Source: an optimization exercise on an open RTL-to-GDS flow (aim: small area and a short achievable clock period). Production flows keep margins and buffers that such runs may drop. At most, simulation tests tie the RTL to the original design; equivalence was not proved. No driver is modelled on the clock port, so clock power and skew are understated where the tree is cut down; a real chip needs a root buffer or a tree. Power is estimated from default activity; no workload was simulated.

==> flow/design.v (excerpt) <==
module Multiplier_32bit(
    input  logic        clk,
    input  logic        rst,
    input  logic [31:0] in0,   
    input  logic [31:0] in1,   
    output logic        done,
    output logic [63:0] result
);
    logic [31:0] a_q, b_q;
    logic [2:0]  done_q;
    always_ff @(posedge clk) begin
        a_q <= in0;
        b_q <= in1;
    end
    always_ff @(posedge clk, negedge rst) begin
        if (~rst) done_q <= 3'b000;
        else      done_q <= {done_q[1:0], 1'b1};
    end
    assign done = done_q[2];
    logic [15:0] one, two, neg;
    logic [32:0] bx;
    assign bx = {b_q, 1'b0};
    genvar gi;
    generate
        for (gi = 0; gi < 16; gi = gi + 1) begin : enc
            assign one[gi] = bx[2*gi+1] ^ bx[2*gi];
            assign two[gi] = (bx[2*gi+2] ^ bx[2*gi+1]) & ~(bx[2*gi+1] ^ bx[2*gi]);
            assign neg[gi] = bx[2*gi+2];
        end
    endgenerate
    logic [33:0] ax;
    assign ax = {a_q[31], a_q, 1'b0};
    logic [32:0] pp0;
    assign pp0 = ((ax[33:1] & {33{one[0]}}) | (ax[32:0] & {33{two[0]}})) ^ {33{neg[0]}};
    logic [32:0] pp1;
    assign pp1 = ((ax[33:1] & {33{one[1]}}) | (ax[32:0] & {33{two[1]}})) ^ {33{neg[1]}};
    logic [32:0] pp2;
    assign pp2 = ((ax[33:1] & {33{one[2]}}) | (ax[32:0] & {33{two[2]}})) ^ {33{neg[2]}};
    logic [32:0] pp3;
    assign pp3 = ((ax[33:1] & {33{one[3]}}) | (ax[32:0] & {33{two[3]}})) ^ {33{neg[3]}};
    logic [32:0] pp4;
    assign pp4 = ((ax[33:1] & {33{one[4]}}) | (ax[32:0] & {33{two[4]}})) ^ {33{neg[4]}};
    logic [32:0] pp5;
    assign pp5 = ((ax[33:1] & {33{one[5]}}) | (ax[32:0] & {33{two[5]}})) ^ {33{neg[5]}};
    logic [32:0] pp6;
    assign pp6 = ((ax[33:1] & {33{one[6]}}) | (ax[32:0] & {33{two[6]}})) ^ {33{neg[6]}};
    logic [32:0] pp7;
    assign pp7 = ((ax[33:1] & {33{one[7]}}) | (ax[32:0] & {33{two[7]}})) ^ {33{neg[7]}};
    logic [32:0] pp8;
    assign pp8 = ((ax[33:1] & {33{one[8]}}) | (ax[32:0] & {33{two[8]}})) ^ {33{neg[8]}};
    logic [32:0] pp9;
    assign pp9 = ((ax[33:1] & {33{one[9]}}) | (ax[32:0] & {33{two[9]}})) ^ {33{neg[9]}};
  ...
make LEC_CHECK=0 ABC_AREA=1 CAP_MARGIN=20 CORE_MARGIN=2 CORE_UTILIZATION=40 PLACE_DENSITY=0.6 SLEW_MARGIN=20 SYNTH_HIERARCHICAL=1 finish   # period 28.0 ns
run.sh (not shown) runs the stock make flow with config.mk's settings and CLKGATE_MAP_FILE= SYNTH_SCRIPT=/design/flow/synth_recipe.tcl, a recipe that flattens the netlist after the stock synthesis.
Rerun with:
==> flow/flow/run.sh (new file) <==
#!/bin/bash
set -euo pipefail
export BUFFER_PORTS_ARGS="-buffer_cell sky130_fd_sc_hd__buf_2"
bash standard.sh > standard_flow.log 2>&1
==> flow/standard.sh (new file) <==
#!/bin/bash
# synth_recipe.tcl (not shown) runs the flow's synth.tcl, then flattens the netlist and writes it again
# the make line also repeats each setting of config.mk as NAME=value (left out here)
make -C /OpenROAD-flow-scripts/flow DESIGN_CONFIG=/design/flow/config.mk WORK_HOME=/design/flow/orfs CLKGATE_MAP_FILE= SYNTH_SCRIPT=/design/flow/synth_recipe.tcl "${@:-finish}"
removed: flow/run.sh
=> The changed run finished clean; maximum frequency is higher by a few percent; global-route usage is lower by 0.64 points; cell area is lower by a few percent; utilization is lower by 1.1 points; synthesized area does not change; clock power is lower by a few percent; routed wire length is lower by a few percent; hold slack loses 0.0080 ns; cell count barely changes.
No functional check of the RTL was part of any run of this note.

========
lane 1:
Another version of the RTL of Multiplier_32bit (not shown whole).
Size in the first run: ~250 flip-flops, about 130 I/O pins, ~26000 sq um of cells after synthesis.
==> flow/design.v (excerpt) <==
module Multiplier_32bit(
    input  logic        clk,
    input  logic        rst,
    input  logic [31:0] in0,   
    input  logic [31:0] in1,   
    output logic        done,
    output logic [63:0] result
);
    logic [31:0] a_q, b_q;
    always_ff @(posedge clk) begin
        a_q <= in0;
        b_q <= in1;
    end
    logic [2:0] done_q;
    always_ff @(posedge clk, negedge rst) begin
        if (~rst) done_q <= 3'b000;
        else      done_q <= {done_q[1:0], 1'b1};
    end
    assign done = done_q[2];
    logic [15:0] one, two, neg;
    logic [32:0] bx;
    assign bx = {b_q, 1'b0};
    genvar gi;
    generate
        for (gi = 0; gi < 16; gi = gi + 1) begin : enc
            assign one[gi] = bx[2*gi+1] ^ bx[2*gi];
            assign two[gi] = (bx[2*gi+2] ^ bx[2*gi+1]) & ~(bx[2*gi+1] ^ bx[2*gi]);
            assign neg[gi] = bx[2*gi+2];
        end
    endgenerate
    logic [33:0] ax;
    assign ax = {a_q[31], a_q, 1'b0};
    logic [32:0] pp0;
    assign pp0 = ((ax[33:1] & {33{one[0]}}) | (ax[32:0] & {33{two[0]}})) ^ {33{neg[0]}};
    logic [32:0] pp1;
    assign pp1 = ((ax[33:1] & {33{one[1]}}) | (ax[32:0] & {33{two[1]}})) ^ {33{neg[1]}};
    logic [32:0] pp2;
    assign pp2 = ((ax[33:1] & {33{one[2]}}) | (ax[32:0] & {33{two[2]}})) ^ {33{neg[2]}};
    logic [32:0] pp3;
  ...
Settings: LEC_CHECK=0, ABC_AREA=1, CAP_MARGIN=20, CORE_MARGIN=2, CORE_UTILIZATION=70, CTS_CLUSTER_DIAMETER=80, CTS_CLUSTER_SIZE=25, PLACE_DENSITY=0.85, SLEW_MARGIN=20, SYNTH_HIERARCHICAL=1; clock period 28.0 ns.
standard.sh (not shown) runs the stock make flow with config.mk's settings and CLKGATE_MAP_FILE= SYNTH_SCRIPT=/design/flow/synth_recipe.tcl, a recipe that flattens the netlist after the stock synthesis.
==> flow/flow/run.sh <==
#!/bin/bash
# The standard layout with two changes:
#  - the port buffers are plain buf_2 cells (BUFFER_PORTS_ARGS);
#  - after CTS, flow/clock_tree.tcl (ORFS's POST_CTS_TCL hook) replaces the
#    clock tree with a shallow two-level tree of inv_16 cells, and makes
#    the input ports' buffers buf_1.
# ORFS writes each step's log under orfs/logs; make's own output goes to
# standard_flow.log here.
set -euo pipefail
export BUFFER_PORTS_ARGS="-buffer_cell sky130_fd_sc_hd__buf_2"
export POST_CTS_TCL="$PWD/flow/clock_tree.tcl"
bash standard.sh > standard_flow.log 2>&1
Other scripts of this flow, unchanged in this note and not shown: flow/flow/clock_tree.tcl
diff inputs: lane 1 => lane 2
- CORE_UTILIZATION: 70 -> 60
- SLEW_MARGIN: 20 -> 0
- CAP_MARGIN: 20 -> 0
- PLACE_DENSITY: 0.85 -> 0.75
Relative to lane 1, post-detailed-placement cell area increased by 170 sq um in lane 2. Cell area after layout for lane 2 is higher than for lane 1. Per the comparison of lane 2 with lane 1, clock share of power ~0 delta; placement-stage worst setup slack dropped 0.017 ns; sequential share of layout area held steady. Diff lane 1 -> lane 2: number of global-route vias before repair has decreased; global-route usage fell 6.6 points; wire length fell 2300 microns; power per standard cell area went down about 2.7%; die area rose by 16%. Comparing lane 1 against lane 2, there is no change at all in flip-flop and latch count.
No run of this note takes its clock network from TritonCTS; it comes from the design's own scripts or RTL.

what the ideal ports hide:
The results above use ideal ports. As a check the final layouts listed here were re-extracted and re-timed, cells and wires unchanged. Step 1 (the two cells are an assumption about what drives the block):
set clk [get_ports {clk}]
set_driving_cell -lib_cell sky130_fd_sc_hd__clkbuf_16 $clk
set_driving_cell -lib_cell sky130_fd_sc_hd__buf_2 [delete_from_list [all_inputs] $clk]
Step 2, shift: input delay + t, output delay - t, t = (earliest + latest rising clock arrival at the registers) / 2. This alone moves slack from input paths to output paths. a / b / c = no drivers / after step 1 / after step 2; a / b = the first two.
run | shift t [ns] | setup WS [ns] | worst hold slack (ns) | worst setup path after step 2 | worst slew at a driven data input, ns
the first run of note 1 | 0.695 | 20.904 / 20.839 / 21.534 | 0.360 / 0.360 / 0.360 | register to output | 0.05
the second run of note 1 | 0.649 | 21.342 / 21.278 / 21.927 | 0.352 / 0.352 / 0.352 | register to output | 0.04
lane 1 | 0.362 | 21.773 / 21.545 / 21.907 | 0.332 / 0.333 / 0.333 | register to output | 0.04
lane 2 | 0.366 | 21.750 / 21.525 / 21.891 | 0.327 / 0.328 / 0.328 | register to output | 0.04
After both steps every run listed still meets setup and hold.
